Source: an optimization exercise on an open RTL-to-GDS flow (aim: small area, a short achievable clock period and few clock cycles). Production flows keep margins and buffers that such runs may drop.
RTL that was checked went through simulation tests only; none was proved equivalent to the original.
No functional check of the RTL was part of runs 6 and 7.
Power and IR drop assume default switching activity.

File: flow/design.v
module CPU (
	input signed [15:0] Mem_Data ,
	input clk ,
	input rst ,  
	output reg halt ,  
	output reg [6:0] Mem_Address ,
	output reg rd , wr,
	output signed [15:0] Data_Out ,
	output reg fZ,
	output reg fO,
	output reg fN,
	output reg fC
	);
localparam K_NONE = 2'd0, K_INS = 2'd1, K_OPR = 2'd2;
localparam S_IDLE = 3'd0, S_WAIT = 3'd1, S_X = 3'd2, S_MD = 3'd3, S_ALN = 3'd5;
localparam OP_LOAD = 4'd1, OP_STORE = 4'd2, OP_ADD = 4'd3, OP_SUB = 4'd4,
           OP_MUL = 4'd5, OP_DIV = 4'd6, OP_BR = 4'd7, OP_BRZ = 4'd8, OP_HALT = 4'd15;
reg [15:0] AC;         
reg        tnz;        
reg [4:0]  IR;         
reg [2:0]  st;         
reg [15:0] IB;         
reg        bv;         
reg [1:0]  a_k;        
reg [1:0]  c_k;        
reg [6:0]  fpc;        
reg [16:0] X;          
reg [16:0] R;          
reg [3:0]  cnt;        
reg        neg;        
reg        dz;         
assign Data_Out = AC;
wire [15:0] W = Mem_Data;
wire a_ins = (a_k == K_INS);
wire a_opr = (a_k == K_OPR);
function [17:0] radd18;  
	input [17:0] a, b;
	input ci;
	integer i;
	reg c;
	begin
		c = ci;
		for (i = 0; i < 18; i = i + 1) begin
			radd18[i] = a[i] ^ b[i] ^ c;
			c = (a[i] & b[i]) | (c & (a[i] ^ b[i]));
		end
	end
endfunction
function [16:0] radd17;  
	input [16:0] a, b;
	input ci;
	integer i;
	reg c;
	begin
		c = ci;
		for (i = 0; i < 17; i = i + 1) begin
			radd17[i] = a[i] ^ b[i] ^ c;
			c = (a[i] & b[i]) | (c & (a[i] ^ b[i]));
		end
	end
endfunction
function [15:0] rneg16;  
	input [15:0] a;
	integer i;
	reg c;
	begin
		c = 1'b1;
		for (i = 0; i < 16; i = i + 1) begin
			rneg16[i] = ~a[i] ^ c;
			c = c & ~a[i];
		end
	end
endfunction
function [4:0] clz16;
	input [15:0] a;
	integer i;
	begin
		clz16 = 5'd16;
		for (i = 0; i < 16; i = i + 1)
			if (a[i]) clz16 = 5'd15 - i[4:0];
	end
endfunction
wire [3:0] ir_op = IR[4:1];
wire       ir_m  = IR[0];
wire       ir_md = (ir_op == OP_MUL) || (ir_op == OP_DIV);
wire       ir_div = (ir_op == OP_DIV);
wire       exec  = (st == S_X) || (st == S_WAIT && a_opr);
wire [15:0] B16 = ir_m ? W : {5'b0, X[10:0]};
wire [16:0] A17 = {ir_m & AC[15], AC};
wire [16:0] B17 = {ir_m & W[15], B16};
wire        alu_sub = (ir_op == OP_SUB);
wire [16:0] sum = A17 + (B17 ^ {17{alu_sub}}) + {16'd0, alu_sub};
wire [15:0] negv = rneg16((st == S_ALN) ? X[15:0] : AC);
wire [15:0] negAC = negv;
reg [16:0] acc;
reg [15:0] q;
reg [17:0] s18;
reg [17:0] t18;
reg        rsub;
integer j;
always @* begin
	acc = R;
	q = AC;
	for (j = 0; j < 4; j = j + 1) begin
		rsub = (j == 3) && (cnt[1:0] == 2'd0);
		t18 = q[0] ? {X[16], X} : 18'd0;
		s18 = radd18({acc[16], acc}, t18 ^ {18{rsub}}, rsub);
		acc = s18[17:1];
		q = {s18[0], q[15:1]};
	end
end
wire [15:0] xb = X[16] ? negv : X[15:0];
wire [4:0]  la = clz16(R[15:0]);
wire [4:0]  lb = clz16(xb);
wire [4:0]  dd = lb - la;
wire        qzero = (la > lb);         
wire [15:0] xal = xb << dd[3:0];
wire [16:0] rn = radd17(R, {1'b0, X[15:0]} ^ {17{~R[16]}}, ~R[16]);
wire md_last = (st == S_MD) && (cnt == 4'd0);
wire aln_done = (st == S_ALN) && (dz || qzero);
wire hf = (exec && !ir_md) || md_last || aln_done;
wire hfree = (st == S_IDLE) || hf;
reg [15:0] AC_nx;
always @* begin
	AC_nx = AC;
	if (exec) begin
		case (ir_op)
			OP_LOAD: AC_nx = ir_m ? W : X[15:0];
			OP_ADD, OP_SUB: AC_nx = sum[15:0];
			OP_MUL: AC_nx = B16;
			OP_DIV: AC_nx = 16'd0;
			default: AC_nx = AC;
		endcase
	end else if (st == S_MD) begin
		if (!ir_div)
			AC_nx = q;
		else if (cnt == 4'd0 && neg)     
			AC_nx = rn[16] ? {negAC[14:0], 1'b0} : {~AC[14:0], 1'b1};
		else
			AC_nx = {AC[14:0], ~rn[16]};
	end else if (st == S_ALN)
		AC_nx = dz ? 16'hFFFF : AC;
end
wire ex_flags = exec && (ir_op == OP_ADD || ir_op == OP_SUB || ir_md);
wire fZ_nx = ex_flags ? (AC == 16'd0) : fZ;
wire [15:0] S = bv ? IB : W;
wire s_valid = bv || a_ins;
wire start = s_valid && hfree && !halt;
wire [3:0] s_op = S[15:12];
wire s_alu = (s_op == OP_LOAD) || (s_op == OP_ADD) || (s_op == OP_SUB) ||
             (s_op == OP_MUL) || (s_op == OP_DIV);
wire s_mem = s_alu && S[11];
wire s_store = (s_op == OP_STORE);
wire s_br = (s_op == OP_BR) || (s_op == OP_BRZ && fZ_nx);
wire s_halt = (s_op == OP_HALT);
wire s_mdop = (s_op == OP_MUL) || (s_op == OP_DIV);
wire yw = bv && a_ins;
wire yc = (c_k == K_INS);
wire [6:0] fpc1 = fpc - 7'd1;
wire [6:0] fpc2 = fpc - 7'd2;
wire [6:0] fpc_rw = fpc - {5'b0, yw} - {5'b0, yc};    
wire st_hit = s_store && ((yc && S[6:0] == fpc1) || (yw && S[6:0] == (yc ? fpc2 : fpc1)));
wire flush = start && (s_br || st_hit);
wire ovf = !start && yw && !halt;    
wire kill_c = flush || ovf;
wire [6:0] fbase = ovf ? fpc_rw : fpc;
wire [6:0] fbase1 = fbase + 7'd1;
wire [6:0] s_tgt1 = S[6:0] + 7'd1;
reg        bv_nx;
reg [2:0]  st_nx;
reg [4:0]  IR_nx;
reg [3:0]  cnt_nx;
always @* begin
	bv_nx = bv;
	if (start && bv) bv_nx = a_ins && !flush;
	else if (!start && !bv && a_ins && !halt) bv_nx = 1'b1;
	st_nx = st;
	IR_nx = IR;
	cnt_nx = cnt;
	if (exec && ir_md) begin
		st_nx = ir_div ? S_ALN : S_MD;
		cnt_nx = 4'd3;
	end else if (st == S_ALN) begin
		st_nx = (dz || qzero) ? S_IDLE : S_MD;
		cnt_nx = dd[3:0];
	end else if (md_last)
		st_nx = S_IDLE;
	else if (st == S_MD)
		cnt_nx = cnt - 4'd1;
	else if (hf)
		st_nx = S_IDLE;
	if (start && s_alu) begin
		st_nx = s_mem ? S_WAIT : S_X;
		IR_nx = S[15:11];
	end
end
wire [1:0] a_k_nx = (yc && kill_c) ? K_NONE : c_k;
wire halt_nx = halt || (start && s_halt);
wire md_busy = (start && s_alu) ? s_mdop :
               (((st == S_WAIT) || (st == S_X)) && ir_md) || (st == S_ALN) ||
               (st == S_MD && cnt_nx != 4'd0);
wire [1:0] n_nx = {1'b0, bv_nx} + {1'b0, a_k_nx == K_INS};
wire fetch_ok = !halt_nx && (n_nx == 2'd0 || (n_nx == 2'd1 && !md_busy));
wire use_s = start && (s_mem || s_store || s_br);    
always @(posedge clk) begin
	if (rst) begin
		halt <= 1'b0;
		AC <= 16'd0;
		tnz <= 1'b0;
		fZ <= 1'b0;
		fO <= 1'b0;
		fN <= 1'b0;
		fC <= 1'b0;
		st <= S_IDLE;
		bv <= 1'b0;
		Mem_Address <= 7'd0;
		rd <= 1'b1;
		wr <= 1'b0;
		a_k <= K_NONE;
		c_k <= K_INS;
		fpc <= 7'd1;
	end else begin
		halt <= halt_nx;
		AC <= AC_nx;
		st <= st_nx;
		IR <= IR_nx;
		bv <= bv_nx;
		if (a_ins && ((start && bv && !flush) || (!start && !bv))) IB <= W;
		cnt <= cnt_nx;
		a_k <= a_k_nx;
		if (ex_flags) begin
			fZ <= (AC == 16'd0);
			fN <= (ir_op == OP_ADD && ir_m) ? (fN | AC[15]) : AC[15];
		end
		if (exec && (ir_op == OP_ADD || ir_op == OP_SUB))
			fC <= sum[16];
		if (exec && ir_op == OP_MUL)
			fO <= fO | tnz;
		if (exec && ir_md) begin
			if (ir_div) begin
				R <= {1'b0, (ir_m & AC[15]) ? negAC : AC};
				X <= {ir_m & W[15], B16};
			end else begin
				R <= 17'd0;
				X <= A17;
			end
			neg <= ir_m & (AC[15] ^ W[15]);
			dz <= (B16 == 16'd0);
		end else if (st == S_ALN) begin
			X <= {1'b0, xal};
		end else if (st == S_MD) begin
			if (ir_div) begin
				R <= rn;
				X <= {1'b0, 1'b0, X[15:1]};
			end else begin
				R <= acc;
				if (cnt[1:0] == 2'd0)
					tnz <= (acc[15:0] != 16'd0);
			end
		end
		if (start && s_alu && !s_mem)
			X <= {1'b0, S};
		if (use_s) begin
			Mem_Address <= S[6:0];
			rd <= !s_store;
			wr <= s_store;
			c_k <= s_mem ? K_OPR : s_store ? K_NONE : K_INS;
			fpc <= s_br ? s_tgt1 : st_hit ? fpc_rw : fpc;
		end else if (fetch_ok) begin
			Mem_Address <= fbase;
			rd <= 1'b1;
			wr <= 1'b0;
			c_k <= K_INS;
			fpc <= fbase1;
		end else begin
			rd <= 1'b0;
			wr <= 1'b0;
			c_k <= K_NONE;
			fpc <= fbase;
		end
	end
end
endmodule
File: flow/flow/run.sh
#!/bin/bash
# Standard ORFS layout, with timing repair asked to reach a setup slack of
# 28 ns against the design's clock (the SDC is unchanged).
set -euo pipefail
bash standard.sh SETUP_SLACK_MARGIN=28 finish > flow_make.log 2>&1
File: flow/standard.sh
#!/bin/bash
# synth_recipe.tcl (not shown) runs the flow's synth.tcl, then flattens the netlist and writes it again
# the make line also repeats each setting of config.mk as NAME=value (left out here)
make -C /OpenROAD-flow-scripts/flow DESIGN_CONFIG=/design/flow/config.mk WORK_HOME=/design/flow/orfs CLKGATE_MAP_FILE= SYNTH_SCRIPT=/design/flow/synth_recipe.tcl "${@:-finish}"
File: flow/config.mk
export PLATFORM = sky130hd
export DESIGN_NAME = CPU
export DESIGN_NICKNAME = CPU
export VERILOG_FILES = /design/flow/design.v
export SDC_FILE = /design/flow/constraint.sdc
export NUM_CORES = 4
export LEC_CHECK = 0
export CAP_MARGIN = 20
export CORE_MARGIN = 2
export CORE_UTILIZATION = 40
export SLEW_MARGIN = 20
File: flow/constraint.sdc
create_clock -name core_clock -period 40.0 [get_ports {clk}]
set_input_delay 8.0000 -clock core_clock [delete_from_list [all_inputs] [get_ports {clk}]]
set_output_delay 8.0000 -clock core_clock [all_outputs]
set_load 0.01 [all_outputs]
==> results of run 1 <==
-- worst min-delay path: cells and delay by family (launching register included) --
| family | cells | cell delay, ps |
|---|---|---|
| AO/OA/AOI/OAI | 1 | 40 |
| flip-flops | 1 | 320 |
| AND/OR/NAND/NOR | 1 | 50 |
-- worst min-delay path by stage --
stage / startpoint / slack, ps / to / depth (start not counted)
finish: c_k[0] / 460 / a_k[0] / 2
CTS: c_k[0] / 460 / a_k[0] / 2
global route: c_k[0] / 470 / a_k[0] / 2
floorplan: c_k[0] / 410 / a_k[0] / 2
detailed placement: c_k[0] / 450 / a_k[0] / 2
global placement: c_k[0] / 460 / a_k[0] / 2
-- per-stage QoR --
| step | utilization | worst slack [ps] | std cells | total power (uW) |
|---|---|---|---|---|
| after floorplan | - | 29100 | 1529 | 379 |
| after global placement | 0.432 | 28040 | 1908 | 462 |
| after detailed placement | 0.432 | 27860 | 1908 | 466 |
| after CTS | 0.442 | 28230 | 1924 | 568 |
| after global routing | 0.444 | 28100 | 1929 | 613 |
| final | 0.444 | 28410 | 1929 | 575 |
-- flip-flops by register name, summed over array words and instances (netlist names) --
register	count
AC	16
IB	16
wr	1
Mem_Address	7
X	17
fpc	7
fZ	1
dz	1
fO	1
halt	1
bv	1
fN	1
rd	1
st	3
tnz	1
cnt	4
R	17
IR	5
fC	1
c_k	2
neg	1
a_k	2
-- cell families (layout without fill, tap and decap cells) --
logic type	Yosys count	in the layout	share of synthesized area
XOR/XNOR	95	95	0.0658
buffers and inverters	208	206	0.0655
multiplexers	111	111	0.0984
flip-flops	107	107	0.216
adder cells (fa/ha/maj)	130	130	0.176
AO/OA/AOI/OAI	394	394	0.198
AND/OR/NAND/NOR	484	484	0.181
-- area by class of cell --
cell class | instances | area (um^2)
multi-input cells | 1214 | 9240
inverters | 99 | 372
repair buffers | 91 | 801
flip-flops and latches | 107 | 2750
fillers | 3126 | 17500
well taps | 402 | 503
clock inverters | 7 | 93.8
clock buffers | 9 | 225
-- power by group --
| group | switching, uW | leakage [uW] | internal [uW] |
|---|---|---|---|
| Sequential | 13.1 | 0.000931 | 131 |
| Combinational | 201 | 0.00402 | 128 |
| Clock | 51.5 | 0.000153 | 50.7 |
-- what timing repair did --
action,in CTS,in global routing
endpoints found under the setup margin,0,15
buffers inserted,0,5
resized for setup,0,2
hold buffers,0,0
-- Yosys cell counts, types with 22 or more instances --
master / n
inv_1: 98
dfxtp_1: 46
o21ai_0: 105
xnor2_1: 49
nand3_1: 28
a21oi_1: 102
nor3_1: 25
and2_1: 23
ha_1: 48
nand2_1: 151
xor2_1: 45
nor2_1: 147
a211oi_1: 30
clkbuf_1: 71
mux2i_1: 91
o211ai_1: 22
edfxtp_1: 61
fa_1: 82
-- layer usage --
layer	routed length (um)	share of wire	vias to the layer above	GRT usage
li1	-	-	5417	-
met1	19200	0.43	5732	0.373
met2	20000	0.45	570	0.423
met3	3660	0.082	94	0.0493
met4	1490	0.034	0	0.0948
met5	0	0	-	0
==> flow_summary.toml, run 1 <==
[sta]
finClkSkew_ps = 13.3
slew_headroom = 0.274
rsz0062_at_grt = "false"
final_max_slew_viol_count = 0
tightest_slew_ps = 1090
fin_crit_sh = 0.290
setup_violations = 0
period_needed_ps = 11590
timing.final.hold_violations = 0
fin_setup_tns_ps = 0
fmax_mhz = 86.3
whs_ps = 465

[routing]
firstDrtPassIters = 6
via_count = 11800
vias_per_cell = 6.12
routed_wirelength_mm = 44.3
drtIter0Drc = 1334
wl_per_cell_um = 23.0
drc_errors = 0
ant_nets = 0

[floorplanning]
rows = 65
die_area_mm2 = 0.0333
ioPinCount = 48
die_w_um = 183
coreArea_mm2 = 0.0315
die_y_um = 183
initial_core_util = 0.405

[hold_path]
min_path_type = "reg2reg"

[cts]
clockBufferDepth = 2
clock_latency_ps = 380
cts_tree = "yes"
clk_pin_slew_worst_paths_ps = 90
cts.sinks = 107
h-tree-depth = 3
clk_root_buffer_cell = "clkbuf_16"
numCtsBuffers = 9

[place]
placed_area_mm2 = 0.0136
hpwl_mm = 33.1
portBuffers = 47
place.gp.congestion = 0.940

[logic_synthesis]
ys.flop_type = "edfxtp_1"
yosysSeqAreaShare = 0.216
synth_nets = 1677
syn-instance-count = 1529
async_flop_share = 0
synth_edf_count = 61
yosysTopAreaCellShare = 0.144
synth_area_leaders = "edfxtp_1, fa_1, dfxtp_1"
synth_area_per_cell_um2 = 8.35
yosysUniqueCellTypes = 88
ys_warn_count = 1
synth_top_area_cell = "edfxtp_1"
synth_area_mm2 = 0.0128
ys_ff_latch = 107

[worst_setup_path]
required_ps = 40290
critical_path_class = "in2reg"
critPathMaxStageDelay_ps = 540
regToRegStartpoint = "X[1]"
slowest_stage = "mux2i_1"
crit_chain = "clkdlybuf4s50_1 -> mux2i_1 -> xor2_1 -> nor4_1 -> nand2_1 -> a221oi_2 -> nor3_1 -> o21ai_0 -> or2_2 -> ha_1 -> nand4_1 -> a21boi_2 -> nand2_4 -> and2_1 -> o32ai_1"
crit_cells = 15
end_kind = "register"
critPathCapture = "Mem_Address[4]"
cp-startpoint = "Mem_Data[5]"
cp.buffers_inverters = 1
crit_fanout = 17
cp.arrival_ps = 11880
crit_path_start_kind = "input port"
r2r_cells = 32
rrSetupSlack_ps = 28550
timing.rr.end = "tnz"
crit_family = "simple AND/OR/NAND/NOR gates"

[run]
cap_violations = 0

[pwr]
power_leakage_uw = 0.00510
power.density_mw_per_mm2 = 41.1
ir_drop_v = 0.0000291

[grt]
grt_pass1_vias = 11500
grt_max_degree = 51
antenna_found_initial = 0
grt_overflow = 0
grt_use_total = 0.270
grt_pass1_wl_mm = 68.8

[layout]
syn_to_final_growth_pct = 9.61
drive_gt1_frac = 0.0714
final_common_cell = "nand2_1"
most-common-layout-cells = "nand2_1, nor2_1, o21ai_0"
antenna_cells = 0
final_nets = 1670
postLayoutCellArea_mm2 = 0.0140

[outcome]
status = "no timing/DRC/antenna violations"
Testbench counts, summed over its fixed seeds: cycles 91,104.
==> inputs of run 2 (changes only) <==
==> flow/flow/run.sh (replaced) <==
#!/bin/bash
# Standard ORFS layout, with timing repair asked to reach a setup slack of
# 29 ns against the design's clock (the SDC is unchanged), and the ports
# buffered with buf_2 cells.
set -euo pipefail
bash standard.sh SETUP_SLACK_MARGIN=29 "BUFFER_PORTS_ARGS=-buffer_cell sky130_fd_sc_hd__buf_2" finish > flow_make.log 2>&1
==> run 2 against run 1 <==
Compared with the run above:
- die area did not move
- critical path depth did not move
- sequential share of layout area rose by 0.067 points
- worst hold slack got worse by 3.0 ps
- critical path type unchanged
- largest power group unchanged
- highest routed layer unchanged
==> flow_summary.toml, run 2 <==
[routing]
ant_nets = 0
drtIter0Drc = 1241
routed_wirelength_mm = 44.5
drc_errors = 0
wl_per_cell_um = 23.0
firstDrtPassIters = 9
via_count = 12000
vias_per_cell = 6.18

[place]
portBuffers = 47
hpwl_mm = 33.2
place.gp.congestion = 0.937
dpl.cell_count = 1909
placed_area_mm2 = 0.0134

[logic_synthesis]
synth_nets = 1677
synth_edf_count = 61
synth_top_area_cell = "edfxtp_1"
ys_warn_count = 1
synth_area_per_cell_um2 = 8.35
ys_ff_latch = 107
yosysTopAreaCellShare = 0.144
synth_area_leaders = "edfxtp_1, fa_1, dfxtp_1"
ys.flop_type = "edfxtp_1"
yosysSeqAreaShare = 0.216
yosysUniqueCellTypes = 88
async_flop_share = 0
syn-instance-count = 1529
synth_area_mm2 = 0.0128
yosys-top-cells-count = "nand2_1, nor2_1, o21ai_0"
post-synth-top-count-cell = "nand2_1"

[cts]
cts.sinks = 107
clk_root_buffer_cell = "clkbuf_16"
h-tree-depth = 3
clk_pin_slew_worst_paths_ps = 80
cts_tree = "yes"
clock_latency_ps = 370
numCtsBuffers = 9
clockBufferDepth = 2

[layout]
stdcell_count = 1935
final_common_cell = "nand2_1"
antenna_cells = 0
final_nets = 1676
fillers = 3086
postLayoutCellArea_mm2 = 0.0140
multiInputGateArea_mm2 = 0.00939
syn_to_final_growth_pct = 9.38
seqCellArea_mm2 = 0.00276
reg.largest.list = "R (17), X (17)"
most-common-layout-cells = "nand2_1, nor2_1, o21ai_0"
drive_gt1_frac = 0.125

[run]
cap_violations = 0

[grt]
grt_overflow = 0
grt_pass1_wl_mm = 68.5
grt_max_degree = 51
grt_pass1_vias = 11400
grt_use_total = 0.268
antenna_found_initial = 0

[floorplanning]
initial_core_util = 0.405
ioPinCount = 48
die_area_mm2 = 0.0333
coreArea_mm2 = 0.0315
die_w_um = 183
rows = 65
die_y_um = 183

[worst_setup_path]
crit_chain = "buf_2 -> nor3_1 -> a21oi_2 -> nor3_1 -> o21ai_0 -> nand2_2 -> nor3_2 -> o21ai_0 -> or2_2 -> ha_1 -> nand4_1 -> a21boi_4 -> nand2_4 -> and2_1 -> o32ai_1"
required_ps = 40290
crit_fanout = 17
slowest_stage = "nor3_2"
critPathMaxStageDelay_ps = 330
crit_path_start_kind = "input port"
cp.arrival_ps = 11090
end_kind = "register"
critical_path_class = "in2reg"

[sta]
finClkSkew_ps = 17.5
whs_ps = 462
period_needed_ps = 10800
setup_violations = 0
fmax_mhz = 92.6
tightest_slew_ps = 1120
timing.final.hold_violations = 0
fin_crit_sh = 0.270
slew_headroom = 0.252
final_max_slew_viol_count = 0
rsz0062_at_grt = "false"
fin_setup_tns_ps = 0

[pwr]
power.density_mw_per_mm2 = 41.3
power_leakage_uw = 0.00523
ir_drop_v = 0.0000293
p_total_uw = 576

[outcome]
status = "no timing/DRC/antenna violations"

[hold_path]
min_path_type = "reg2reg"
run 2: cell types whose count changed in the layout (fill, tap and decap cells not counted), moves of 2 or more:
| cell | previous run | this run |
|---|---|---|
| a32oi_2 | 0 | 2 |
| buf_4 | 44 | 49 |
| a32oi_1 | 2 | 0 |
| buf_2 | 0 | 47 |
| clkdlybuf4s50_1 | 47 | 0 |
| mux2i_4 | 2 | 4 |
| mux2i_2 | 3 | 5 |
| mux2i_1 | 91 | 87 |
| fa_2 | 0 | 16 |
| clkinv_1 | 1 | 3 |
| fa_1 | 82 | 66 |
| nor4_1 | 17 | 15 |
run 2: layout make-up:
| type | count | area share |
|---|---|---|
| Clock buffer | 10 | 0.0179 |
| Clock inverter | 6 | 0.00493 |
| Inverter | 99 | 0.0266 |
| Multi-Input combinational cell | 1214 | 0.672 |
| Sequential cell | 107 | 0.197 |
| Tap cell | 402 | 0.0360 |
| Timing Repair Buffer | 97 | 0.0446 |
run 2: stage by stage:
step                utilization  setup WS, ps
finish                    0.443         29200
global placement          0.425         28430
floorplan                     -         29100
global route              0.443         29000
CTS                       0.437         29010
detailed placement        0.425         28210
run 2: report_power, final:
group	leakage, uW	switching [uW]	internal [uW]
Clock	0.000157	47.5	53.3
Sequential	0.000932	13.3	131
Combinational	0.00415	204	127
run 2: per-layer routing:
metal | vias up | global-route usage | share of wire
met2 | 591 | 0.420 | 0.45
met4 | 0 | 0.111 | 0.043
met5 | - | 0 | 0
met1 | 5794 | 0.362 | 0.42
met3 | 130 | 0.0517 | 0.084
li1 | 5444 | - | -
run 2: path summary, 6_finish.rpt:
path	start	slack, ps	depth (start not counted)	end
worst max-delay path	Mem_Data[12]	29200	15	Mem_Address[4]
worst min-delay path	c_k[0]	460	2	a_k[0]
worst max register to register	X[0]	29270	34	tnz
worst min register to register	c_k[0]	460	2	a_k[0]
run 2: cell families after synthesis:
logic type                 share of synthesized area
and+or+nand+nor                                0.181
AOI/OAI and AO/OA                              0.198
buffers and inverters                         0.0655
adders and majority gates                      0.176
muxes                                         0.0984
DFF                                            0.216
xor gates and xnor gates                      0.0658
run 2: what timing repair did:
| action | in CTS | in global routing |
|---|---|---|
| buffers inserted | 1 | 9 |
| hold buffers | 0 | 0 |
| cloned | 0 | 0 |
| endpoints found under the setup margin | 17 | 18 |
| pin swaps | 2 | 5 |
| gates resized for setup | 11 | 32 |
| endpoints found under the hold margin | 0 | 0 |
run 2: worst max-delay path, delay by kind of cell:
family	cells	cell delay, ps
AOI/OAI and AO/OA	5	1150
and+or+nand+nor	8	1500
buffers and inverters	1	140
adders and majority gates	1	290
==> inputs of run 3 (changes only) <==
==> flow/flow/run.sh (replaced) <==
#!/bin/bash
# Standard ORFS layout, with timing repair asked to reach a setup slack of
# 30 ns against the design's clock (the SDC is unchanged), and the ports
# buffered with buf_2 cells.
set -euo pipefail
bash standard.sh SETUP_SLACK_MARGIN=30 "BUFFER_PORTS_ARGS=-buffer_cell sky130_fd_sc_hd__buf_2" finish > flow_make.log 2>&1
--- a/flow/config.mk
+++ b/flow/config.mk
@@ -5,6 +5,7 @@
 export SDC_FILE = /design/flow/constraint.sdc
 export NUM_CORES = 4
 export LEC_CHECK = 0
+export ABC_AREA = 1
 export CAP_MARGIN = 20
 export CORE_MARGIN = 2
 export CORE_UTILIZATION = 40
==> run 3 against run 2 <==
Compared with the run above:
- synthesized cell count rose by 19%
- clock skew fell by 5.0 ps
- wire length rose by 4.4%
- first-iteration DRC count fell by 1.5%
- worst hold slack got worse by 15 ps
- sequential share of layout area fell by 0.69 points
- area after synthesis barely moved
- count of clock-buffer cells in the layout did not move
- design area rose by 3.6%
- core utilization rose by 1.6 points
- global-route usage rose by 0.96 points
- critical path depth rose by 11
==> flow_summary.toml, run 3 <==
[logic_synthesis]
synth_xor_area_frac = 0.0588
post-synth-top-count-cell = "nand2_1"
synth_top_family_by_area = "simple AND/OR/NAND/NOR gates"
yosysSeqAreaShare = 0.216
synth_simple_gate_area_frac = 0.247
ys_ff_latch = 107
synth_area_per_cell_um2 = 7.01
async_flop_share = 0
yosys-top-cells-count = "nand2_1, inv_1, o21ai_0"
syn-instance-count = 1820
ys.flop_type = "edfxtp_1"
synth_area_mm2 = 0.0128
synth_edf_count = 61
synth_area_leaders = "edfxtp_1, nand2_1, fa_1"
synth_nets = 1968
synth_compound_area_frac = 0.190
synthMuxAreaShare = 0.00471
yosysUniqueCellTypes = 60
synth_fa_ha_area_frac = 0.176
yosysTopAreaCellShare = 0.144
synth_top_area_cell = "edfxtp_1"
ys_warn_count = 1

[sta]
finClkSkew_ps = 12.5
timing.final.hold_violations = 0
fin_crit_sh = 0.255
fmax_mhz = 98.0
fin_setup_tns_ps = 0
tightest_slew_ps = 1110
final_max_slew_viol_count = 0
rsz0062_at_grt = "true"
period_needed_ps = 10200
slew_headroom = 0.262
setup_violations = 0

[layout]
reg.largest.list = "R (17), X (17)"
most-common-layout-cells = "nand2_1, inv_1, o21ai_0"
drive_gt1_frac = 0.173
multiInputGateArea_mm2 = 0.00916
seqCellArea_mm2 = 0.00276
fillers = 3258
final_nets = 1998
final_common_cell = "nand2_1"
syn_to_final_growth_pct = 13.3

[grt]
grt_pass1_wl_mm = 70.7
grt_overflow = 0
grt_use_total = 0.277
grt_max_degree = 47
grt_pass1_vias = 12400
antenna_found_initial = 1

[worst_setup_path]
critical_path_class = "in2reg"
cp.arrival_ps = 10510
slowest_stage = "o21ai_4"
cp_common_cell = "nand2_2"
required_ps = 40310
crit_fanout = 7
rrSetupSlack_ps = 30050
critPathMaxStageDelay_ps = 220
end_kind = "register"
crit_path_start_kind = "input port"

[pwr]
comb_power_share = 0.750
intPower_uw = 490
power_leakage_uw = 0.00644
switchingPower_uw = 587
p_seq_frac = 0.165
p_sw_frac = 0.545
power.density_mw_per_mm2 = 74.4
p_total_uw = 1080
ir_drop_v = 0.0000414
pwr-share-clk = 0.086

[floorplanning]
ioPinCount = 48
die_y_um = 183
rows = 65
die_area_mm2 = 0.0333
coreArea_mm2 = 0.0315
die_w_um = 183
initial_core_util = 0.405

[cts]
numCtsBuffers = 9
clockBufferDepth = 2
cts.sinks = 107
clock_latency_ps = 380
clk_root_buffer_cell = "clkbuf_16"
h-tree-depth = 3
cts_tree = "yes"
holdBufCountCts = 0
clk_pin_slew_worst_paths_ps = 90

[place]
hpwl_mm = 35.2
portBuffers = 47
place.gp.congestion = 0.985

[routing]
drtIter0Drc = 1223
ant_nets = 0
firstDrtPassIters = 6
wl_per_cell_um = 20.6
drc_errors = 0
via_count = 12900
routed_wirelength_mm = 46.4
vias_per_cell = 5.71

[run]
cap_violations = 0

[hold_path]
min_path_type = "reg2reg"

[outcome]
status = "no timing/DRC/antenna violations"
run 3: changes by cell type in the layout (fill, tap and decap cells not counted), sizes merged, moves of 12 or more:
| cell | delta |
|---|---|
| nand3 | +41 |
| inv | +158 |
| a21oi | -12 |
| nor3 | -15 |
| nand2 | +328 |
| mux2i | -90 |
| nor2 | -21 |
| xnor2 | -33 |
| o21ai | +132 |
| a211oi | -25 |
| and2 | -24 |
| xor2 | +22 |
run 3: final timing paths:
kind	start	endpoint	cells past startpoint
worst max-delay path	Mem_Data[3]	fpc[2]	26
worst min-delay path	Mem_Address[3]	Mem_Address[3]	2
worst max register to register	X[0]	R[15]	33
worst min register to register	Mem_Address[3]	Mem_Address[3]	2
run 3: stage by stage:
step | area [um^2] | worst slack (ps) | std cells | utilization | hold slack, ps
final | 14500 | 29800 | 2258 | 0.459 | 447
after global routing | 14500 | 29600 | 2257 | 0.459 | 487
after CTS | 14100 | 29820 | 2240 | 0.447 | 449
after detailed placement | 13400 | 29020 | 2202 | 0.425 | 433
after global placement | 13400 | 29060 | 2202 | 0.425 | 426
after floorplan | 12900 | 29710 | 1820 | - | 421
run 3: final cells by class:
class | instances | area share
sequential | 107 | 0.191
inverter | 258 | 0.0690
clock buffer | 10 | 0.0158
timing repair buffer | 106 | 0.0529
multi-input combinational | 1368 | 0.633
tap | 402 | 0.0348
antenna | 1 | 0.000173
clock inverter | 6 | 0.00337
run 3: logic make-up (layout without fill, tap and decap cells):
kind of cell             after synthesis  count (layout)
buffers and inverters                345             380
multiplexers                           6               6
adder cells (fa/ha/maj)              130             130
other                                  0               1
flip-flops                           107             107
AND/OR/NAND/NOR                      729             729
XOR/XNOR                              84              84
AO/OA/AOI/OAI                        419             419
run 3: power by group through the flow:
stage	clock network (uW)	logic, uW	registers (uW)
global route	96.2	895	179
global placement	0	730	180
finish	92.2	807	177
floorplan	0	544	167
detailed placement	0	736	180
CTS	90.8	768	177
run 3: critical path, delay by kind of cell:
kind	cells	cell delay [ps]
fa+ha+maj	1	190
simple gates	14	1050
buf+inv	5	380
compound gates	4	500
xor+xnor	2	370
run 3: timing repair:
item | 4_1_cts | 5_1_grt
buffers inserted | 22 | 17
setup endpoints to repair | 48 | 47
resized for setup | 72 | 77
hold endpoints to repair | 0 | 0
pin swaps | 30 | 53
run 3: per-layer routing:
| layer | GRT usage | vias up | part of all wire |
|---|---|---|---|
| met1 | 0.354 | 6231 | 0.41 |
| met5 | 0 | - | 0 |
| met2 | 0.467 | 530 | 0.47 |
| met4 | 0.109 | 0 | 0.041 |
| li1 | - | 6014 | - |
| met3 | 0.0483 | 115 | 0.078 |
==> inputs of run 4 (changes only) <==
==> flow/flow/run.sh (replaced) <==
#!/bin/bash
# Standard ORFS layout, with timing repair asked to reach a setup slack of
# 31 ns against the design's clock (the SDC is unchanged), and the ports
# buffered with buf_2 cells.
set -euo pipefail
bash standard.sh SETUP_SLACK_MARGIN=31 "BUFFER_PORTS_ARGS=-buffer_cell sky130_fd_sc_hd__buf_2" finish > flow_make.log 2>&1
==> run 4 against run 3 <==
Compared with the run above:
- still clean on timing, DRC and antenna
- via count rose by 2.8%
- synthesized cell count unchanged
- sequential power about the same
- critical path depth increased by 2
- sequential cell count stayed put
- largest cell class unchanged
- highest routed layer unchanged
==> flow_summary.toml, run 4 <==
[sta]
setup_violations = 0
period_needed_ps = 10190
final_max_slew_viol_count = 0
slew_headroom = 0.391
rsz0062_at_grt = "true"
tightest_slew_ps = 906
fmax_mhz = 98.2
finClkSkew_ps = 17.1
fin_crit_sh = 0.255
finalWorstSetupSlack_ps = 29810
timing.final.hold_violations = 0
fin_setup_tns_ps = 0

[routing]
drc_errors = 0
via_count = 13200
ant_nets = 0
routed_wirelength_mm = 48.6
drtIter0Drc = 1230
wl_per_cell_um = 20.9
firstDrtPassIters = 9
vias_per_cell = 5.71

[pwr]
power_leakage_uw = 0.00696
ir_drop_v = 0.0000436
power.density_mw_per_mm2 = 74.5

[logic_synthesis]
yosysSeqAreaShare = 0.216
ys.flop_type = "edfxtp_1"
ys_ff_latch = 107
yosysTopAreaCellShare = 0.144
syn-instance-count = 1820
synth_top_area_cell = "edfxtp_1"
synth_area_mm2 = 0.0128
synth_nets = 1968
post-synth-top-count-cell = "nand2_1"
synth_area_per_cell_um2 = 7.01
synth_edf_count = 61
yosysUniqueCellTypes = 60
async_flop_share = 0
synth_area_leaders = "edfxtp_1, nand2_1, fa_1"
yosys-top-cells-count = "nand2_1, inv_1, o21ai_0"
ys_warn_count = 1

[worst_setup_path]
cp_common_cell = "buf_4"
critPathMaxStageDelay_ps = 170
critical_path_class = "in2reg"
required_ps = 40320
cp.arrival_ps = 10510
crit_path_start_kind = "input port"
crit_fanout = 3
slowest_stage = "o21ai_4"
end_kind = "register"

[grt]
antenna_found_initial = 1
grt_max_degree = 47
grt_pass1_vias = 12400
grt_use_total = 0.287
grt_overflow = 0
grt_pass1_wl_mm = 73.4

[floorplanning]
die_y_um = 183
rows = 65
coreArea_mm2 = 0.0315
die_area_mm2 = 0.0333
initial_core_util = 0.405
ioPinCount = 48
die_w_um = 183

[place]
placed_area_mm2 = 0.0136
place.gp.congestion = 0.971
portBuffers = 47
hpwl_mm = 35.5
pre_cts_ws_ps = 29030

[cts]
holdBufCountCts = 0
clock_latency_ps = 370
cts_tree = "yes"
cts.sinks = 107
clk_root_buffer_cell = "clkbuf_16"
h-tree-depth = 3
clockBufferDepth = 2
numCtsBuffers = 9
clk_pin_slew_worst_paths_ps = 90

[layout]
final_common_cell = "nand2_1"
final_nets = 2062
reg.largest.list = "R (17), X (17)"
most-common-layout-cells = "nand2_1, inv_1, o21ai_0"
syn_to_final_growth_pct = 23.7
drive_gt1_frac = 0.261
fillers = 3119
postLayoutCellArea_mm2 = 0.0158

[outcome]
status = "no timing/DRC/antenna violations"

[hold_path]
min_path_type = "reg2reg"

[run]
cap_violations = 0
run 4: cell counts after synthesis:
Identical to the previous run, type by type.
run 4: cells by family (layout without fill, tap and decap cells):
logic type               after synthesis  after routing  synth area share
multiplexers                           6              6           0.00471
XOR/XNOR                              84             84            0.0588
AO/OA/AOI/OAI                        419            419             0.190
other                                  0              1                 0
adder cells (fa/ha/maj)              130            130             0.176
flip-flops                           107            107             0.216
AND/OR/NAND/NOR                      729            729             0.247
buffers and inverters                345            444             0.107
run 4: where the power goes:
| group | switching, uW | internal, uW |
|---|---|---|
| clock network | 49.3 | 49.5 |
| logic | 548 | 352 |
| registers | 26.6 | 150 |
run 4: path summary, 6_finish.rpt:
kind	endpoint	slack, ps	startpoint	cells past startpoint
worst max-delay path	bv	29810	Mem_Data[0]	28
worst min-delay path	Mem_Address[3]	450	Mem_Address[3]	2
worst max register to register	R[15]	30070	X[0]	33
worst min register to register	Mem_Address[3]	450	Mem_Address[3]	2
run 4: metrics by stage:
stage	total power, uW	std cells	utilization	hold slack (ps)
after floorplan	731	1820	-	421
after global placement	931	2196	0.433	428
after detailed placement	935	2196	0.433	436
after CTS	1120	2285	0.483	451
after global routing	1260	2321	0.501	463
final	1180	2322	0.501	453
run 4: what timing repair did:
item / 4_1_cts / 5_1_grt
cloned: 3 / 0
setup endpoints to repair: 119 / 109
pin swaps: 88 / 49
setup buffers: 70 / 36
gates resized for setup: 181 / 70
run 4: critical path: cells and delay by family:
kind	cells	cell delay (ps)
AO/OA/AOI/OAI	2	300
AND/OR/NAND/NOR	13	810
buffers and inverters	13	1360
run 4: cell type report:
cell class              instances  area [um^2]  area share
diodes                          1         2.50    0.000159
clock buffers                  11          264      0.0167
clock inverters                 5         51.3     0.00325
inverters                     258         1010      0.0637
multi-input cells            1368         9690       0.614
flip-flops and latches        107         2790       0.177
well taps                     402          503      0.0319
repair buffers                170         1470      0.0932
run 4: routing by layer:
metal,track usage,vias up,part of all wire
met5,0,-,0
met4,0.101,0,0.039
met3,0.0479,123,0.083
met2,0.485,608,0.47
met1,0.371,6368,0.40
li1,-,6150,-
==> inputs of run 5 (changes only) <==
==> flow/run.sh (new file) <==
#!/bin/bash
# synth_recipe.tcl (not shown) runs the flow's synth.tcl, then flattens the netlist and writes it again
# the make line also repeats each setting of config.mk as NAME=value (left out here)
make -C /OpenROAD-flow-scripts/flow DESIGN_CONFIG=/design/flow/config.mk WORK_HOME=/design/flow/orfs CLKGATE_MAP_FILE= SYNTH_SCRIPT=/design/flow/synth_recipe.tcl finish
--- a/flow/config.mk
+++ b/flow/config.mk
@@ -5,7 +5,6 @@
 export SDC_FILE = /design/flow/constraint.sdc
 export NUM_CORES = 4
 export LEC_CHECK = 0
-export ABC_AREA = 1
 export CAP_MARGIN = 20
 export CORE_MARGIN = 2
 export CORE_UTILIZATION = 40
removed: flow/flow/run.sh
removed: flow/standard.sh
==> run 5 against run 4 <==
Compared with the run above:
- core utilization is 5.8 points lower
- design area decreased by 12%
- global-route usage is 1.8 points lower
- die area hardly changed
- sequential share of layout area up 2.1 points
- fmax is 14% lower
- sequential power decreased by 19%
- via count is 11% lower
- power fell by 51%
==> flow_summary.toml, run 5 <==
[routing]
firstDrtPassIters = 6
routed_wirelength_mm = 44.3
via_count = 11800
vias_per_cell = 6.14
wl_per_cell_um = 23.0
drtIter0Drc = 1309
ant_nets = 0
drc_errors = 0

[layout]
utilization = 0.443
syn_to_final_growth_pct = 9.25
final_nets = 1665
reg.largest.list = "R (17), X (17)"
fillers = 3128
seqCellArea_mm2 = 0.00275
multiInputGateArea_mm2 = 0.00923
antenna_cells = 0
most-common-layout-cells = "nand2_1, nor2_1, o21ai_0"
stdcell_count = 1924
final_common_cell = "nand2_1"
drive_gt1_frac = 0.0677

[cts]
cts-resized-gates = 0
holdBufCountCts = 0
h-tree-depth = 3
clk_root_buffer_cell = "clkbuf_16"
cts_tree = "yes"
postCtsSetupBuffers = 0
clockBufferDepth = 2
clk_pin_slew_worst_paths_ps = 90
numCtsBuffers = 9
clock_latency_ps = 380
cts.sinks = 107

[run]
cap_violations = 0

[pwr]
p_seq_frac = 0.252
pwr-share-clk = 0.178
power_leakage_uw = 0.00508
intPower_uw = 309
comb_power_share = 0.570
ir_drop_v = 0.0000284
switchingPower_uw = 263
power.density_mw_per_mm2 = 41.1
p_sw_frac = 0.460

[floorplanning]
die_y_um = 183
initial_core_util = 0.405
die_area_mm2 = 0.0333
die_w_um = 183
ioPinCount = 48
rows = 65
coreArea_mm2 = 0.0315

[place]
dpl.cell_count = 1908
hpwl_mm = 33.1
place.gp.congestion = 0.940
portBuffers = 47

[logic_synthesis]
syn-instance-count = 1529
ys.flop_type = "edfxtp_1"
synth_area_leaders = "edfxtp_1, fa_1, dfxtp_1"
yosys-top-cells-count = "nand2_1, nor2_1, o21ai_0"
async_flop_share = 0
synth_edf_count = 61
post-synth-top-count-cell = "nand2_1"
ys_warn_count = 1
synth_area_mm2 = 0.0128
synth_nets = 1677
synth_top_area_cell = "edfxtp_1"
yosysTopAreaCellShare = 0.144
ys_ff_latch = 107
synth_area_per_cell_um2 = 8.35
yosysUniqueCellTypes = 88
yosysSeqAreaShare = 0.216

[grt]
grt_pass1_vias = 11500
use_met1 = 0.373
busiest_layer = "met2"
grtUsageMet2 = 0.423
grt_pass1_wl_mm = 68.8
met3_usage = 0.0493
antenna_found_initial = 0
grt_max_degree = 51
grt_overflow = 0
grt_use_total = 0.270

[worst_setup_path]
required_ps = 40290
crit_fanout = 17
critical_path_class = "in2reg"
cp.arrival_ps = 12100
end_kind = "register"
crit_path_start_kind = "input port"

[sta]
fin_setup_tns_ps = 0
setup_violations = 0
final_max_slew_viol_count = 0
period_needed_ps = 11810
finClkSkew_ps = 10.3
rsz0062_at_grt = "false"
fmax_mhz = 84.7
tightest_slew_ps = 1070
fin_crit_sh = 0.295
slew_headroom = 0.285
timing.final.hold_violations = 0

[outcome]
status = "no timing/DRC/antenna violations"

[hold_path]
min_path_type = "reg2reg"
-- run 5: changes by cell type after synthesis, moves of 17 or more --
cell,change
nand2_1,-309
inv_1,-140
mux2i_1,+85
xnor2_1,+34
o21ai_0,-115
xor2_1,-22
nand3_1,-38
nor2_1,+31
a211oi_1,+23
and2_1,+23
inv_2,-17
-- run 5: path summary, 6_finish.rpt --
path	from	endpoint	slack, ps	depth (start not counted)
worst max-delay path	Mem_Data[5]	Mem_Address[4]	28190	15
worst min-delay path	c_k[0]	a_k[0]	460	2
worst max register to register	X[0]	tnz	28320	34
worst min register to register	c_k[0]	a_k[0]	460	2
-- run 5: layout make-up --
type | instances | area share
Inverter | 99 | 0.0267
Clock buffer | 9 | 0.0162
Timing Repair Buffer | 86 | 0.0547
Tap cell | 402 | 0.0361
Clock inverter | 7 | 0.00673
Multi-Input combinational cell | 1214 | 0.662
Sequential cell | 107 | 0.197
-- run 5: stage by stage --
stage | hold WS [ps] | instance area, um^2 | setup WS, ps | total power, uW
finish | 463 | 13900 | 28190 | 572
global route | 473 | 13900 | 27850 | 612
CTS | 463 | 13900 | 28230 | 568
detailed placement | 450 | 13600 | 27860 | 466
global placement | 456 | 13600 | 28040 | 462
floorplan | 412 | 12800 | 29100 | 379
-- run 5: power by group through the flow --
stage | combinational (uW) | sequential [uW] | clock (uW)
6_report | 326 | 144 | 102
5_1_grt | 359 | 146 | 106
4_1_cts | 321 | 144 | 102
3_5_place_dp | 320 | 147 | 0
3_3_place_gp | 315 | 147 | 0
2_1_floorplan | 238 | 141 | 0
-- run 5: logic make-up after synthesis --
group / synth area share
adders and majority gates: 0.176
buffers and inverters: 0.0655
DFF: 0.216
and+or+nand+nor: 0.181
xor gates and xnor gates: 0.0658
muxes: 0.0984
AOI/OAI and AO/OA: 0.198
-- run 5: worst max-delay path, cell delays in order --
cell and delay (ps):
clkdlybuf4s50_1 460, mux2i_1 560, xor2_1 220, nor4_1 380, nand2_1 120, a221oi_2 420
nor3_1 170, o21ai_0 230, or2_2 150, ha_1 230, nand4_1 70, a21boi_1 290
nand2_2 340, and2_1 260, o32ai_1 200
-- run 5: routing by layer --
metal	vias up	wire [um]
li1	5413	-
met4	0	1430
met3	91	3960
met5	-	0
met2	574	20000
met1	5726	18900
==> inputs of run 6 (changes only) <==
--- a/flow/design.v
+++ b/flow/design.v
@@ -17,6 +17,7 @@
            OP_MUL = 4'd5, OP_DIV = 4'd6, OP_BR = 4'd7, OP_BRZ = 4'd8, OP_HALT = 4'd15;
 reg [15:0] AC;         
 reg        tnz;        
+reg        tpend;      
 reg [4:0]  IR;         
 reg [2:0]  st;         
 reg [15:0] IB;         
@@ -199,14 +200,16 @@
 wire md_busy = (start && s_alu) ? s_mdop :
                (((st == S_WAIT) || (st == S_X)) && ir_md) || (st == S_ALN) ||
                (st == S_MD && cnt_nx != 4'd0);
-wire [1:0] n_nx = {1'b0, bv_nx} + {1'b0, a_k_nx == K_INS};
-wire fetch_ok = !halt_nx && (n_nx == 2'd0 || (n_nx == 2'd1 && !md_busy));
+wire cins_nx = (a_k_nx == K_INS);
+wire fetch_ok = !halt_nx && !(bv_nx && cins_nx) && (!(bv_nx || cins_nx) || !md_busy);
+wire t_nz = tpend ? (R[15:0] != 16'd0) : tnz;
 wire use_s = start && (s_mem || s_store || s_br);    
 always @(posedge clk) begin
 	if (rst) begin
 		halt <= 1'b0;
 		AC <= 16'd0;
 		tnz <= 1'b0;
+		tpend <= 1'b0;
 		fZ <= 1'b0;
 		fO <= 1'b0;
 		fN <= 1'b0;
@@ -235,7 +238,7 @@
 		if (exec && (ir_op == OP_ADD || ir_op == OP_SUB))
 			fC <= sum[16];
 		if (exec && ir_op == OP_MUL)
-			fO <= fO | tnz;
+			fO <= fO | t_nz;
 		if (exec && ir_md) begin
 			if (ir_div) begin
 				R <= {1'b0, (ir_m & AC[15]) ? negAC : AC};
@@ -245,6 +248,8 @@
 				X <= A17;
 			end
 			neg <= ir_m & (AC[15] ^ W[15]);
+			tnz <= t_nz;
+			tpend <= 1'b0;
 			dz <= (B16 == 16'd0);
 		end else if (st == S_ALN) begin
 			X <= {1'b0, xal};
@@ -255,7 +260,7 @@
 			end else begin
 				R <= acc;
 				if (cnt[1:0] == 2'd0)
-					tnz <= (acc[15:0] != 16'd0);
+					tpend <= 1'b1;
 			end
 		end
 		if (start && s_alu && !s_mem)
==> flow/flow/run.sh (new file) <==
#!/bin/bash
# Standard ORFS layout, with timing repair asked to reach a setup slack of
# 30 ns against the design's clock (the SDC is unchanged), and the ports
# buffered with buf_2 cells.
set -euo pipefail
bash standard.sh SETUP_SLACK_MARGIN=30 "BUFFER_PORTS_ARGS=-buffer_cell sky130_fd_sc_hd__buf_2" finish > flow_make.log 2>&1
==> flow/standard.sh (new file) <==
#!/bin/bash
# synth_recipe.tcl (not shown) runs the flow's synth.tcl, then flattens the netlist and writes it again
# the make line also repeats each setting of config.mk as NAME=value (left out here)
make -C /OpenROAD-flow-scripts/flow DESIGN_CONFIG=/design/flow/config.mk WORK_HOME=/design/flow/orfs CLKGATE_MAP_FILE= SYNTH_SCRIPT=/design/flow/synth_recipe.tcl "${@:-finish}"
--- a/flow/config.mk
+++ b/flow/config.mk
@@ -5,6 +5,7 @@
 export SDC_FILE = /design/flow/constraint.sdc
 export NUM_CORES = 4
 export LEC_CHECK = 0
+export ABC_AREA = 1
 export CAP_MARGIN = 20
 export CORE_MARGIN = 2
 export CORE_UTILIZATION = 40
removed: flow/run.sh
==> run 6 against run 5 <==
Compared with the run above:
- via count grew 8.0%
- worst hold slack lost 9.8 ps
- critical path type is now reg2reg
- design area grew 4.0%
- critical endpoint is now R[15]
- highest routed layer unchanged
- fmax grew 17%
- core utilization grew 1.8 points
- non-clock buffer count grew 13
- count of clock-buffer cells in the layout is the same
==> flow_summary.toml, run 6 <==
[floorplanning]
ioPinCount = 48
coreArea_mm2 = 0.0315
initial_core_util = 0.405
die_area_mm2 = 0.0333
rows = 65
die_y_um = 183
die_w_um = 183

[cts]
numCtsBuffers = 9
clk_pin_slew_worst_paths_ps = 80
clockBufferDepth = 2
cts.sinks = 108
holdBufCountCts = 0
clock_latency_ps = 370
h-tree-depth = 3
clk_root_buffer_cell = "clkbuf_16"
cts_tree = "yes"

[logic_synthesis]
ys_warn_count = 1
synth_area_mm2 = 0.0128
syn-instance-count = 1858
synth_area_per_cell_um2 = 6.86
post-synth-top-count-cell = "nand2_1"
yosysTopAreaCellShare = 0.144
yosys-top-cells-count = "nand2_1, inv_1, o21ai_0"
ys.flop_type = "edfxtp_1"
yosysSeqAreaShare = 0.217
synth_edf_count = 61
ys_ff_latch = 108
synth_area_leaders = "edfxtp_1, nand2_1, fa_1"
synth_nets = 2005
yosysUniqueCellTypes = 63
synth_top_area_cell = "edfxtp_1"
async_flop_share = 0

[grt]
grt_max_degree = 61
grt_overflow = 0
grt_pass1_vias = 12000
antenna_found_initial = 1
grt_use_total = 0.262
grt_pass1_wl_mm = 67.7

[pwr]
intPower_uw = 503
power.density_mw_per_mm2 = 74.8
p_seq_frac = 0.170
switchingPower_uw = 582
ir_drop_v = 0.0000277
comb_power_share = 0.738
power_leakage_uw = 0.00642
pwr-share-clk = 0.091
p_sw_frac = 0.537

[worst_setup_path]
r2r_cells = 31
critical_path_class = "reg2reg"
cp_common_cell = "fa_2"
cp-startpoint = "X[1]"
critPathMaxStageDelay_ps = 640
crit_fanout = 8
crit_cells = 31
regToRegStartpoint = "X[1]"
slowest_stage = "edfxtp_1"
cp.arrival_ps = 10220
end_kind = "register"
crit_path_start_kind = "register"
required_ps = 40130
cp.buffers_inverters = 5
crit_family = "adder cells"

[place]
hpwl_mm = 34.0
place.gp.congestion = 1.01
portBuffers = 47
placed_area_mm2 = 0.0133

[sta]
period_needed_ps = 10090
tightest_slew_ps = 974
final_max_slew_viol_count = 0
setup_violations = 0
finClkSkew_ps = 7.70
slew_headroom = 0.351
fin_setup_tns_ps = 0
timing.final.hold_violations = 0
fmax_mhz = 99.1
whs_ps = 453
rsz0062_at_grt = "true"
fin_crit_sh = 0.252

[routing]
wl_per_cell_um = 19.2
routed_wirelength_mm = 43.8
drtIter0Drc = 1265
drc_errors = 0
vias_per_cell = 5.60
firstDrtPassIters = 7
via_count = 12800
ant_nets = 0

[hold_path]
min_path_cells = 2
worstHoldStart = "fO"
min_path_type = "reg2reg"

[run]
cap_violations = 0

[layout]
utilization = 0.461
fillers = 3225
drive_gt1_frac = 0.164
reg.largest.list = "R (17), X (17)"
seqCellArea_mm2 = 0.00278
most-common-layout-cells = "nand2_1, inv_1, o21ai_0"
multiInputGateArea_mm2 = 0.00921
final_nets = 2018
postLayoutCellArea_mm2 = 0.0145
final_common_cell = "nand2_1"
syn_to_final_growth_pct = 13.7
antenna_cells = 0

[outcome]
status = "no timing/DRC/antenna violations"
## run 6: worst min-delay path: cells and delay by family, from the launching register on
kind | cells | cell delay [ps]
buffers and inverters | 1 | 40
DFF | 1 | 310
AOI/OAI and AO/OA | 1 | 50
## run 6: metrics by stage
step / power (uW) / setup WS (ps) / std cells
after global placement: 914 / 29100 / 2228
final: 1080 / 29910 / 2278
after detailed placement: 926 / 28940 / 2228
after CTS: 1060 / 29950 / 2266
after global routing: 1190 / 29630 / 2278
after floorplan: 727 / 29920 / 1858
## run 6: final timing paths
check	to	slack (ps)
max	R[15]	29910
min	fO	450
max reg2reg	R[15]	29910
min reg2reg	fO	450
## run 6: power by group through the flow
stage | Combinational, uW | Sequential [uW] | Clock, uW
3_3_place_gp | 725 | 189 | 0
6_report | 801 | 185 | 99.2
3_5_place_dp | 736 | 190 | 0
5_1_grt | 903 | 187 | 103
4_1_cts | 772 | 185 | 100
2_1_floorplan | 554 | 172 | 0
## run 6: final cells by class
type                    instances  share of cell area
inverters                     257              0.0671
flip-flops and latches        108               0.191
clock buffers                   9              0.0155
well taps                     402              0.0347
multi-input cells            1396               0.635
clock inverters                 7             0.00638
repair buffers                 99              0.0498
## run 6: cell families (layout without fill, tap and decap cells)
| group | Yosys count | count (layout) | share of synthesized area |
|---|---|---|---|
| and+or+nand+nor | 766 | 766 | 0.258 |
| AOI/OAI and AO/OA | 424 | 424 | 0.189 |
| adders and majority gates | 129 | 129 | 0.175 |
| DFF | 108 | 108 | 0.217 |
| buffers and inverters | 354 | 372 | 0.108 |
| xor gates and xnor gates | 75 | 75 | 0.0515 |
| muxes | 2 | 2 | 0.00157 |
## run 6: what timing repair did
action                                  in CTS  in global routing
resized for setup                           74                 69
setup buffers                               22                 10
endpoints found under the setup margin      66                 48
pin swaps                                   67                 60
## run 6: metal layers
metal,share of wire,global-route usage,wire length [um],vias to the layer above
li1,-,-,-,6090
met1,0.43,0.342,18600,6044
met2,0.46,0.439,20400,538
met3,0.078,0.0455,3440,82
met4,0.032,0.0855,1390,0
met5,0,0,0,-
==> inputs of run 7 (changes only) <==
==> flow/flow/run.sh (replaced) <==
#!/bin/bash
# Standard ORFS layout, with timing repair asked to reach a setup slack of
# 29.5 ns against the design's clock (the SDC is unchanged), and the ports
# buffered with buf_2 cells.
set -euo pipefail
bash standard.sh SETUP_SLACK_MARGIN=29.5 "BUFFER_PORTS_ARGS=-buffer_cell sky130_fd_sc_hd__buf_2" finish > flow_make.log 2>&1
==> run 7 against run 6 <==
Compared with the run above:
- still clean
- clock skew rose by 3.8 ps
- clock power fell by 3.2%
- die area is the same
- setup slack lost 240 ps
- sequential cell count did not move
- core utilization down 2.6 points
- critical path type is now in2reg
- largest power group unchanged
==> flow_summary.toml, run 7 <==
[routing]
ant_nets = 0
wl_per_cell_um = 19.4
firstDrtPassIters = 7
drtIter0Drc = 1393
drc_errors = 0
vias_per_cell = 5.61
routed_wirelength_mm = 43.7
via_count = 12600

[layout]
syn_to_final_growth_pct = 7.36
fillers = 3297
antenna_cells = 0
final_nets = 1993
most-common-layout-cells = "nand2_1, inv_1, o21ai_0"
reg.largest.list = "R (17), X (17)"
drive_gt1_frac = 0.102
final_common_cell = "nand2_1"

[logic_synthesis]
async_flop_share = 0
ys_warn_count = 1
syn-instance-count = 1858
ys.flop_type = "edfxtp_1"
synth_area_per_cell_um2 = 6.86
yosysUniqueCellTypes = 63
synth_area_mm2 = 0.0128
yosysTopAreaCellShare = 0.144
ys_ff_latch = 108
synth_area_leaders = "edfxtp_1, nand2_1, fa_1"
yosysSeqAreaShare = 0.217
synth_top_area_cell = "edfxtp_1"
synth_edf_count = 61
yosys-top-cells-count = "nand2_1, inv_1, o21ai_0"
synth_nets = 2005
post-synth-top-count-cell = "nand2_1"

[floorplanning]
die_area_mm2 = 0.0333
rows = 65
ioPinCount = 48
die_y_um = 183
die_w_um = 183
initial_core_util = 0.405
coreArea_mm2 = 0.0315

[grt]
grt_max_degree = 62
grt_overflow = 0
grt_pass1_wl_mm = 68.2
grt_use_total = 0.264
antenna_found_initial = 0
grt_pass1_vias = 11800

[worst_setup_path]
crit_fanout = 5
crit_path_start_kind = "input port"
end_kind = "register"
critical_path_class = "in2reg"
cp.arrival_ps = 10560
required_ps = 40230

[cts]
cts_tree = "yes"
cts.sinks = 108
clockBufferDepth = 2
clk_root_buffer_cell = "clkbuf_16"
numCtsBuffers = 9
clock_latency_ps = 370
clk_pin_slew_worst_paths_ps = 90
h-tree-depth = 3
holdBufCountCts = 0

[sta]
setup_violations = 0
fmax_mhz = 96.8
period_needed_ps = 10330
tightest_slew_ps = 1140
finalWorstSetupSlack_ps = 29670
final_max_slew_viol_count = 0
timing.final.hold_violations = 0
slew_headroom = 0.234
fin_setup_tns_ps = 0
fin_crit_sh = 0.258
rsz0062_at_grt = "true"
finClkSkew_ps = 11.5

[pwr]
p_total_uw = 1040
power.density_mw_per_mm2 = 75.9
ir_drop_v = 0.0000380
power_leakage_uw = 0.00618

[place]
hpwl_mm = 34.4
place.gp.congestion = 0.954
portBuffers = 47
pre_cts_ws_ps = 28910

[run]
cap_violations = 0

[hold_path]
min_path_type = "reg2reg"

[outcome]
status = "no timing/DRC/antenna violations"
## run 7: cell count changes in the layout (fill, tap and decap cells not counted), sizes merged
cell / previous run / this run
clkinv: 5 / 3
buf: 97 / 74
clkinvlp: 1 / 0
inv: 257 / 259
bufinv: 1 / 0
## run 7: cell type report
cell class              count  area [um^2]  area share
clock inverters             5         46.3     0.00338
flip-flops and latches    108         2780       0.203
inverters                 257          970      0.0708
repair buffers             74          438      0.0320
clock buffers              11          254      0.0185
well taps                 402          503      0.0367
multi-input cells        1396         8710       0.636
## run 7: stage by stage
| stage | util | cell area, um^2 | hold slack, ps | instances |
|---|---|---|---|---|
| detailed placement | 0.422 | 13300 | 445 | 2231 |
| global route | 0.435 | 13700 | 466 | 2253 |
| global placement | 0.422 | 13300 | 437 | 2231 |
| CTS | 0.434 | 13600 | 457 | 2251 |
| finish | 0.435 | 13700 | 455 | 2253 |
| floorplan | - | 12800 | 435 | 1858 |
## run 7: cell families after synthesis
group,synth area share
buffers and inverters,0.108
AND/OR/NAND/NOR,0.258
flip-flops,0.217
multiplexers,0.00157
adder cells (fa/ha/maj),0.175
AO/OA/AOI/OAI,0.189
XOR/XNOR,0.0515
## run 7: path summary, 6_finish.rpt
check | endpoint | startpoint | slack (ps) | cells past startpoint
worst max register to register | R[15] | X[0] | 29680 | 34
worst min register to register | fO | fO | 450 | 2
worst max-delay path | AC[10] | Mem_Data[1] | 29670 | 15
worst min-delay path | fO | fO | 450 | 2
## run 7: layer usage
layer,global-route usage,vias to the layer above,wire length (um)
li1,-,6050,-
met1,0.361,6003,18600
met2,0.438,520,20300
met3,0.0399,66,3760
met4,0.0652,0,1040
met5,0,-,0
## run 7: worst max-delay path, cell delays in order
cell      delay (ps)
buf_2            130
nand2_1          110
o21ai_1          340
xnor2_1          210
fa_1             440
nand3_1           90
nand2_1          130
a21oi_1          210
or2_2            160
nand2_1           50
a21oi_1          160
xor2_1           200
o22ai_1          100
nor3_1           160
a211oi_1          60
## run 7: timing repair
item / 4_1_cts / 5_1_grt
endpoints found under the setup margin: 4 / 9
gates resized for setup: 13 / 17
buffers inserted: 4 / 2
pin swaps: 7 / 9
## run 7: power by group
group	switching (uW)	leakage (uW)	internal, uW
Clock	48.5	0.000148	47.5
Combinational	486	0.00509	270
Sequential	32.8	0.000942	154
==> inputs of run 8 (changes only) <==
--- a/flow/design.v
+++ b/flow/design.v
@@ -143,10 +143,10 @@
 		AC_nx = dz ? 16'hFFFF : AC;
 end
 wire ex_flags = exec && (ir_op == OP_ADD || ir_op == OP_SUB || ir_md);
-wire fZ_nx = ex_flags ? (AC == 16'd0) : fZ;
+wire fZ_nx = ((st == S_WAIT || st == S_X) && (ir_op == OP_ADD || ir_op == OP_SUB || ir_md)) ?
+             (AC == 16'd0) : fZ;
 wire [15:0] S = bv ? IB : W;
 wire s_valid = bv || a_ins;
-wire start = s_valid && hfree && !halt;
 wire [3:0] s_op = S[15:12];
 wire s_alu = (s_op == OP_LOAD) || (s_op == OP_ADD) || (s_op == OP_SUB) ||
              (s_op == OP_MUL) || (s_op == OP_DIV);
@@ -154,7 +154,9 @@
 wire s_store = (s_op == OP_STORE);
 wire s_br = (s_op == OP_BR) || (s_op == OP_BRZ && fZ_nx);
 wire s_halt = (s_op == OP_HALT);
-wire s_mdop = (s_op == OP_MUL) || (s_op == OP_DIV);
+wire s_nop = (s_op == 4'd0) || (s_op >= 4'd9 && s_op <= 4'd14);
+wire s_free = (s_op == OP_BR) || (s_op == OP_BRZ) || s_nop;
+wire start = s_valid && (hfree || s_free) && !halt;
 wire yw = bv && a_ins;
 wire yc = (c_k == K_INS);
 wire [6:0] fpc1 = fpc - 7'd1;
@@ -197,11 +199,7 @@
 end
 wire [1:0] a_k_nx = (yc && kill_c) ? K_NONE : c_k;
 wire halt_nx = halt || (start && s_halt);
-wire md_busy = (start && s_alu) ? s_mdop :
-               (((st == S_WAIT) || (st == S_X)) && ir_md) || (st == S_ALN) ||
-               (st == S_MD && cnt_nx != 4'd0);
-wire cins_nx = (a_k_nx == K_INS);
-wire fetch_ok = !halt_nx && !(bv_nx && cins_nx) && (!(bv_nx || cins_nx) || !md_busy);
+wire fetch_ok = !halt_nx;
 wire t_nz = tpend ? (R[15:0] != 16'd0) : tnz;
 wire use_s = start && (s_mem || s_store || s_br);    
 always @(posedge clk) begin
==> run 8 against run 7 <==
Compared with the run above:
- sequential power down 26%
- count of clock-buffer cells in the layout decreased by 2
- sequential share of layout area up 0.39 points
- register-to-register slack gained 20 ps
- power down 53%
- setup slack better by 32 ps
- global-route usage decreased by 0.77 points
- wire length decreased by 4.1%
- combinational power down 67%
- clock skew increased by 2.2 ps
- largest power group unchanged
==> flow_summary.toml, run 8 <==
[outcome]
status = "no timing/DRC/antenna violations"

[sta]
timing.final.hold_violations = 0
final_max_slew_viol_count = 0
finClkSkew_ps = 13.7
fin_setup_tns_ps = 0
finalWorstSetupSlack_ps = 29700
rsz0062_at_grt = "true"
period_needed_ps = 10300
tightest_slew_ps = 1040
fmax_mhz = 97.1
fin_crit_sh = 0.257
slew_headroom = 0.304
setup_violations = 0

[worst_setup_path]
critical_path_class = "reg2reg"
crit_family = "adder cells"
end_kind = "register"
crit_fanout = 7
crit_path_start_kind = "register"
critPathMaxStageDelay_ps = 680
slowest_stage = "edfxtp_1"
cp.buffers_inverters = 5
cp.arrival_ps = 10430
required_ps = 40130
cp_common_cell = "fa_1"

[logic_synthesis]
syn-instance-count = 1833
synth_fa_ha_area_frac = 0.177
yosysUniqueCellTypes = 61
synth_simple_gate_area_frac = 0.251
synth_compound_area_frac = 0.187
synth_area_leaders = "edfxtp_1, nand2_1, fa_1"
ys_warn_count = 1
synthMuxAreaShare = 0.00268
synth_edf_count = 61
ys_ff_latch = 108
synth_xor_area_frac = 0.0541
synth_area_mm2 = 0.0126
synth_top_family_by_area = "simple AND/OR/NAND/NOR gates"
yosysTopAreaCellShare = 0.145
yosys-top-cells-count = "nand2_1, inv_1, o21ai_0"
synth_nets = 1980
yosysSeqAreaShare = 0.220
ys.flop_type = "edfxtp_1"
post-synth-top-count-cell = "nand2_1"
synth_top_area_cell = "edfxtp_1"
async_flop_share = 0
synth_area_per_cell_um2 = 6.87

[layout]
fillers = 3301
final_nets = 1970
final_common_cell = "nand2_1"
most-common-layout-cells = "nand2_1, inv_1, o21ai_0"
drive_gt1_frac = 0.0968
reg.largest.list = "R (17), X (17)"
syn_to_final_growth_pct = 6.66
antenna_cells = 0

[floorplanning]
die_area_mm2 = 0.0329
ioPinCount = 48
rows = 64
coreArea_mm2 = 0.0308
die_w_um = 181
initial_core_util = 0.408
die_y_um = 181

[routing]
wl_per_cell_um = 18.9
firstDrtPassIters = 6
drc_errors = 0
routed_wirelength_mm = 41.9
drtIter0Drc = 1427
ant_nets = 0
vias_per_cell = 5.53
via_count = 12300

[cts]
cts_tree = "yes"
h-tree-depth = 3
numCtsBuffers = 9
cts.sinks = 108
clk_root_buffer_cell = "clkbuf_16"
clockBufferDepth = 2
clock_latency_ps = 380
clk_pin_slew_worst_paths_ps = 90

[place]
hpwl_mm = 33.3
portBuffers = 47
pre_cts_ws_ps = 28970
place.gp.congestion = 1.01

[grt]
grt_pass1_wl_mm = 65.6
grt_max_degree = 58
grt_use_total = 0.256
antenna_found_initial = 1
grt_pass1_vias = 11700
grt_overflow = 0

[pwr]
ir_drop_v = 0.0000219
power_leakage_uw = 0.00609
power.density_mw_per_mm2 = 36.0

[hold_path]
min_path_type = "reg2reg"

[run]
cap_violations = 0
## run 8: cell type report
cell class,count,area (um^2),area share
Clock buffer,9,225,0.0168
Clock inverter,7,56.3,0.00419
Inverter,261,982,0.0731
Multi-Input combinational cell,1376,8510,0.634
Sequential cell,108,2780,0.207
Tap cell,396,495,0.0369
Timing Repair Buffer,67,385,0.0287
## run 8: stage by stage
step                std cells  utilization  total power [uW]  area (um^2)  hold slack, ps
floorplan                1833            -               320        12600             408
global placement         2206        0.424               384        13100             416
detailed placement       2206        0.424               389        13100             417
CTS                      2224        0.434               481        13400             429
global route             2224        0.436               524        13400             448
finish                   2224        0.436               484        13400             430
## run 8: worst min-delay path, stage by stage (launching register included)
cell,delay (ps)
dfxtp_1,310
inv_1,40
nor2_1,30
## run 8: worst paths after layout
path                            startpoint      to  slack (ps)  cells after the start
worst min-delay path                c_k[0]  a_k[0]         430                      2
worst min register to register      c_k[0]  a_k[0]         430                      2
worst max register to register        X[1]   R[15]       29700                     30
worst max-delay path                  X[1]   R[15]       29700                     30
## run 8: cell families after synthesis
group,after synthesis
compound gates,423
xor+xnor,77
fa+ha+maj,129
buf+inv,349
flops,108
mux,3
simple gates,744
## run 8: metal layers
metal  GRT usage  share of wire  vias to the layer above  routed length [um]
li1            -              -                     5920                   -
met1       0.351           0.43                     5838               18200
met2       0.407           0.45                      469               18900
met3      0.0479          0.083                       80                3470
met4      0.0885          0.034                        2                1420
met5           0        0.00031                        -                  13
## run 8: power breakdown
part,internal (uW),total [uW],switching [uW]
Clock,43.3,92.1,48.7
Sequential,128,139,10.8
Combinational,89.2,253,164
Total,261,484,223
## run 8: timing repair
action                                  CTS  global route
endpoints found under the setup margin    3            31
setup buffers                             2             0
gates resized for setup                   3            24
hold buffers                              0             0
pin swaps                                 0             3
Testbench counts of run 8, summed over its fixed seeds: cycles 86,076.

[separate check: timing with driven ports]
How much do the figures lean on ideal ports? The routed layouts below were timed once more, with nothing changed but the port constraints. Step 1 (the two cells are an assumption about what drives the block):
set clk [get_ports {clk}]
set_driving_cell -lib_cell sky130_fd_sc_hd__clkbuf_16 $clk
set_driving_cell -lib_cell sky130_fd_sc_hd__buf_2 [delete_from_list [all_inputs] $clk]
Step 2, shift: input delay + t, output delay - t, t = (earliest + latest rising clock arrival at the registers) / 2. This alone moves slack from input paths to output paths. Three values: ideal ports, drivers, drivers and shift; two values: the first two.
run	shift t [ns]	setup WS [ns]	hold slack, ns	worst setup path after step 2	pins driven straight from the clock port
run 1	0.428	28.410 / 28.437 / 28.009	0.465 / 0.465 / 0.465	input to register	1
run 2	0.416	29.196 / 29.223 / 28.807	0.462 / 0.462 / 0.462	input to register	1
run 3	0.418	29.799 / 29.786 / 29.368	0.447 / 0.447 / 0.447	input to register	1
run 4	0.415	29.815 / 29.810 / 29.395	0.453 / 0.453 / 0.453	input to register	1
run 5	0.428	28.188 / 28.214 / 27.786	0.463 / 0.463 / 0.463	input to register	1
run 6	0.417	29.909 / 29.909 / 29.661	0.453 / 0.453 / 0.453	input to register	1
run 7	0.417	29.669 / 29.677 / 29.276	0.455 / 0.455 / 0.455	input to register	1
run 8	0.424	29.701 / 29.701 / 29.383	0.430 / 0.430 / 0.430	input to register	1
After both steps setup and hold are still met in every run listed. For run 3, which loses most, drivers alone change the setup slack by -0.013 ns; drivers and shift together by -0.431 ns.
